From an optimization exercise on the open Yosys and OpenROAD flow, aimed at small area, a short achievable clock period and few clock cycles; shortcuts taken in it are not production practice.
Where RTL was checked, it was by simulation tests only, not by an equivalence proof against the original.

==> flow/design.v (excerpt) <==
module CPU
(
    clk_i,
    rst_i,
    imem_addr_o,
    imem_data_i,
    mem_data_i,
    mem_ack_i,
    mem_data_o,
    mem_addr_o,
    mem_enable_o,
    mem_write_o,
    wb_valid_o,
    wb_rd_o,
    wb_data_o
);
Size: ~8,000 cells after synthesis, ~650 I/O pins, ~97,000 sq um of cells after synthesis.
==> flow/config.mk <==
export PLATFORM = sky130hd
export DESIGN_NAME = CPU
export DESIGN_NICKNAME = CPU
export VERILOG_FILES = /design/flow/design.v
export SDC_FILE = /design/flow/constraint.sdc
export NUM_CORES = 4
export LEC_CHECK = 0
export CAP_MARGIN = 20
export CORE_MARGIN = 2
export CORE_UTILIZATION = 50
export CTS_CLUSTER_DIAMETER = 60
export CTS_CLUSTER_SIZE = 20
export PLACE_DENSITY = 0.6
export SLEW_MARGIN = 20
==> flow/constraint.sdc <==
create_clock -name core_clock -period 15.0 [get_ports {clk_i}]
set_input_delay 3.0000 -clock core_clock [delete_from_list [all_inputs] [get_ports {clk_i}]]
set_output_delay 3.0000 -clock core_clock [all_outputs]
set_load 0.01 [all_outputs]
standard.sh (not shown) runs the stock make flow with config.mk's settings and CLKGATE_MAP_FILE= SYNTH_SCRIPT=/design/flow/synth_recipe.tcl, a recipe that flattens the netlist after the stock synthesis.
==> flow/flow/run.sh <==
#!/bin/bash
# Layout flow: the standard layout (standard.sh: the standard synthesis, floorplan, placement,
# CTS and routing at the design's clock period and SDC) with two changes:
#  - repair_timing is asked to leave a setup margin (flow/setup_margin.txt), so that it sizes and
#    buffers the critical paths beyond what the 15 ns clock needs;
#  - after placement's repair_design, flow/post_resize.tcl resizes the port buffers (buf_4, or
#    buf_1 on the wide data inputs) and runs
#    repair_timing on the placement.
# make's output goes to make_finish.log here; each ORFS step keeps its own log under orfs/logs/.
set -euo pipefail
cd "$(dirname "$0")/.."
MARGIN=$(cat flow/setup_margin.txt)
echo "standard layout with SETUP_SLACK_MARGIN=$MARGIN and flow/post_resize.tcl"
bash standard.sh finish SETUP_SLACK_MARGIN="$MARGIN" POST_RESIZE_TCL="$PWD/flow/post_resize.tcl" \
  > make_finish.log 2>&1 || { tail -50 make_finish.log; exit 1; }
tail -5 make_finish.log
ls -l out/final.def
==> flow/flow/post_resize.tcl <==
# Hook run by ORFS's resize step (POST_RESIZE_TCL), after repair_design on the global placement.
# 1. The port buffers that buffer_ports chose (the library's weakest buffer, a delay cell) become
#    buf_4, or buf_1 on the wide data inputs, which have time to spare.
# 2. repair_timing with the setup margin in setup_margin.txt, on placement parasitics.
foreach inst [get_cells -quiet {input* output*}] {
  set ref [get_property $inst ref_name]
  if { ![string match "sky130_fd_sc_hd__*buf*" $ref] } { continue }
  set want sky130_fd_sc_hd__buf_4
  foreach pin [get_pins -of_objects $inst -filter "direction==input"] {
    foreach p [get_ports -quiet -of_objects [get_nets -of_objects $pin]] {
      if { [string match "mem_data_i*" [get_name $p]] || [string match "imem_data_i*" [get_name $p]] } {
        set want sky130_fd_sc_hd__buf_1
      }
    }
  }
  if { $ref != $want } {
    replace_cell $inst $want
  }
}
estimate_parasitics -placement
set fp [open [file join [file dirname [info script]] setup_margin.txt]]
set margin [string trim [read $fp]]
close $fp
repair_timing -setup -setup_margin $margin -repair_tns 100 -verbose
report_worst_slack -max
==> flow/flow/setup_margin.txt <==
10.3
The first run ran to the end with no violations.
Testbench counts at the start, summed over its fixed seeds: cycles 55,864.
Change:
==> flow/flow/setup_margin.txt (replaced) <==
10.2
--- a/flow/config.mk
+++ b/flow/config.mk
@@ -10 +10 @@
-export CORE_UTILIZATION = 50
+export CORE_UTILIZATION = 40
What happened: The changed run completed with no timing, DRC or antenna violations; first-iteration DRC count goes down by 7.0%; register-to-register slack is better by 0.08 ns; global-route usage shrinks by 9.8 points; non-clock buffer count came out lower by 106; clock-buffer cell count increases by 7; critical path depth grows by 6; maximum frequency climbs by 1.6%; clock skew goes down by 0.0047 ns; via count goes down by 1.7%; synthesized area stays the same; final area decreases by 1.0%.
Change:
--- a/flow/flow/run.sh
+++ b/flow/flow/run.sh
@@ -6,2 +6 @@
-#  - after placement's repair_design, flow/post_resize.tcl resizes the port buffers (buf_4, or
-#    buf_1 on the wide data inputs) and runs
+#  - after placement's repair_design, flow/post_resize.tcl makes the port buffers buf_4 and runs
==> flow/flow/setup_margin.txt (replaced) <==
10.3
What happened: Final area increases by 2.1%; non-clock buffer count rises by 121; critical path depth drops by 4; area after synthesis is unchanged; worst setup slack improved by 0.046 ns; hold slack gets worse by 0.0053 ns; clock-buffer cell count went down by 4; via count increases by 2.2%; die area does not change.

---

Another version of the RTL of CPU (not shown whole).
For scale: ~1700 flip-flops, ~650 I/O pins, roughly 98000 µm² of cells after synthesis.
make LEC_CHECK=0 ABC_CLOCK_PERIOD_IN_PS=4000 CAP_MARGIN=20 CORE_MARGIN=2 CORE_UTILIZATION=40 PLACE_DENSITY=0.6 SLEW_MARGIN=20 finish   # period 15.0 ns
run.sh (not shown) runs the stock make flow with config.mk's settings and CLKGATE_MAP_FILE= SYNTH_SCRIPT=/design/flow/synth_recipe.tcl, a recipe that flattens the netlist after the stock synthesis.
Stock flow here: none of the scripts above is used.
The first run produced a clean layout.
Edit:
--- a/flow/config.mk
+++ b/flow/config.mk
@@ -7,3 +7,2 @@
 export LEC_CHECK = 0
-export ABC_CLOCK_PERIOD_IN_PS = 4000
 export CAP_MARGIN = 20
=>
- die area is unchanged
- hold slack is unchanged
- critical path depth does not change
- clock-buffer cell count stays the same
- synthesized area does not change
- cell area does not change
- sequential share of layout area is unchanged
No run of this note included a check of the RTL's function; only the layout flow was run.

---

RTL: one of the versions met above, not the one the previous note started from.
For scale: roughly 8000 cells after synthesis, ~1800 flip-flops.
## CPU
module CPU
(
    clk_i,
    rst_i,
    imem_addr_o,
    imem_data_i,
    mem_data_i,
    mem_ack_i,
    mem_data_o,
    mem_addr_o,
    mem_enable_o,
    mem_write_o,
    wb_valid_o,
    wb_rd_o,
    wb_data_o
);
==> flow/config.mk <==
export PLATFORM = sky130hd
export DESIGN_NAME = CPU
export DESIGN_NICKNAME = CPU
export VERILOG_FILES = /design/flow/design.v
export SDC_FILE = /design/flow/constraint.sdc
export NUM_CORES = 4
export LEC_CHECK = 0
export CAP_MARGIN = 20
export CORE_MARGIN = 2
export CORE_UTILIZATION = 40
export PLACE_DENSITY = 0.6
export SLEW_MARGIN = 20
==> flow/constraint.sdc <==
create_clock -name core_clock -period 15.0 [get_ports {clk_i}]
set_input_delay 3.0000 -clock core_clock [delete_from_list [all_inputs] [get_ports {clk_i}]]
set_output_delay 3.0000 -clock core_clock [all_outputs]
set_load 0.01 [all_outputs]
standard.sh (not shown) runs the stock make flow with config.mk's settings and CLKGATE_MAP_FILE= SYNTH_SCRIPT=/design/flow/synth_recipe.tcl, a recipe that flattens the netlist after the stock synthesis.
==> flow/flow/run.sh <==
#!/bin/bash
# Layout flow: the standard layout (standard.sh: the standard synthesis, floorplan, placement,
# CTS and routing at the design's clock period and SDC) with two changes:
#  - repair_timing is asked to leave a setup margin (flow/setup_margin.txt), so that it sizes and
#    buffers the critical paths beyond what the 15 ns clock needs;
#  - after placement's repair_design, flow/post_resize.tcl makes the port buffers buf_4 and runs
#    repair_timing on the placement.
# make's output goes to make_finish.log here; each ORFS step keeps its own log under orfs/logs/.
set -euo pipefail
cd "$(dirname "$0")/.."
MARGIN=$(cat flow/setup_margin.txt)
echo "standard layout with SETUP_SLACK_MARGIN=$MARGIN and flow/post_resize.tcl"
bash standard.sh finish SETUP_SLACK_MARGIN="$MARGIN" POST_RESIZE_TCL="$PWD/flow/post_resize.tcl" \
  > make_finish.log 2>&1 || { tail -50 make_finish.log; exit 1; }
tail -5 make_finish.log
ls -l out/final.def
==> flow/flow/setup_margin.txt <==
10.3
Scripts as last shown in full above: flow/flow/post_resize.tcl
Testbench counts at the start, summed over its fixed seeds: cycles 55,864.
Rerun with:
--- a/flow/flow/run.sh
+++ b/flow/flow/run.sh
@@ -4,5 +4,6 @@
 #  - repair_timing is asked to leave a setup margin (flow/setup_margin.txt), so that it sizes and
 #    buffers the critical paths beyond what the 15 ns clock needs;
-#  - after placement's repair_design, flow/post_resize.tcl makes the port buffers buf_4 and runs
+#  - after placement's repair_design, flow/post_resize.tcl resizes the port buffers (buf_4, or
+#    buf_1 on the wide data inputs) and runs
 #    repair_timing on the placement.
 # make's output goes to make_finish.log here; each ORFS step keeps its own log under orfs/logs/.
- CORE_UTILIZATION: 40 -> 50
- CTS_CLUSTER_DIAMETER: not set -> 80
- CTS_CLUSTER_SIZE: not set -> 24
The new run completed without violations; global-route usage rose by 8.1 points; via count fell by 2.3%.

==> re-timing with driven ports <==
In the flow no input, the clock included, has a driving cell. The finished layouts below were timed again as built, in two steps.
Step 1 sets driving cells, clkbuf_16 on the clock port and buf_2 on the other inputs (assumed; they add their load-dependent delay and slew).
Step 2 also shifts input and output timing later by t, the mid clock arrival at the registers, as if the neighbouring blocks saw the same clock.
Three values: ideal ports, drivers, drivers and shift; two values: the first two.
run | shift t [ns] | slack for setup (ns) | worst setup path at the end | cell pins on the clock port's net
the first run of note 1 | 0.948 | 10.081 / 10.081 / 9.816 | input to register | 1
the second run of note 1 | 0.944 | 10.161 / 10.103 / 9.908 | input to register | 1
the third run of note 1 | 0.962 | 10.206 / 10.171 / 9.966 | input to register | 1
the first run of note 2 | 0.953 | 7.086 / 6.994 / 7.690 | input to register | 1
the second run of note 2 | 0.953 | 7.086 / 6.994 / 7.690 | input to register | 1
the first run of note 3 | 0.953 | 10.220 / 10.171 / 9.920 | input to register | 1
the second run of note 3 | 0.922 | 10.153 / 10.153 / 9.805 | input to register | 1
After both steps setup and hold are still met in every run listed. The setup slack of the second run of note 3, which loses most, moves by 0.000 ns with the drivers and by -0.348 ns with both steps.
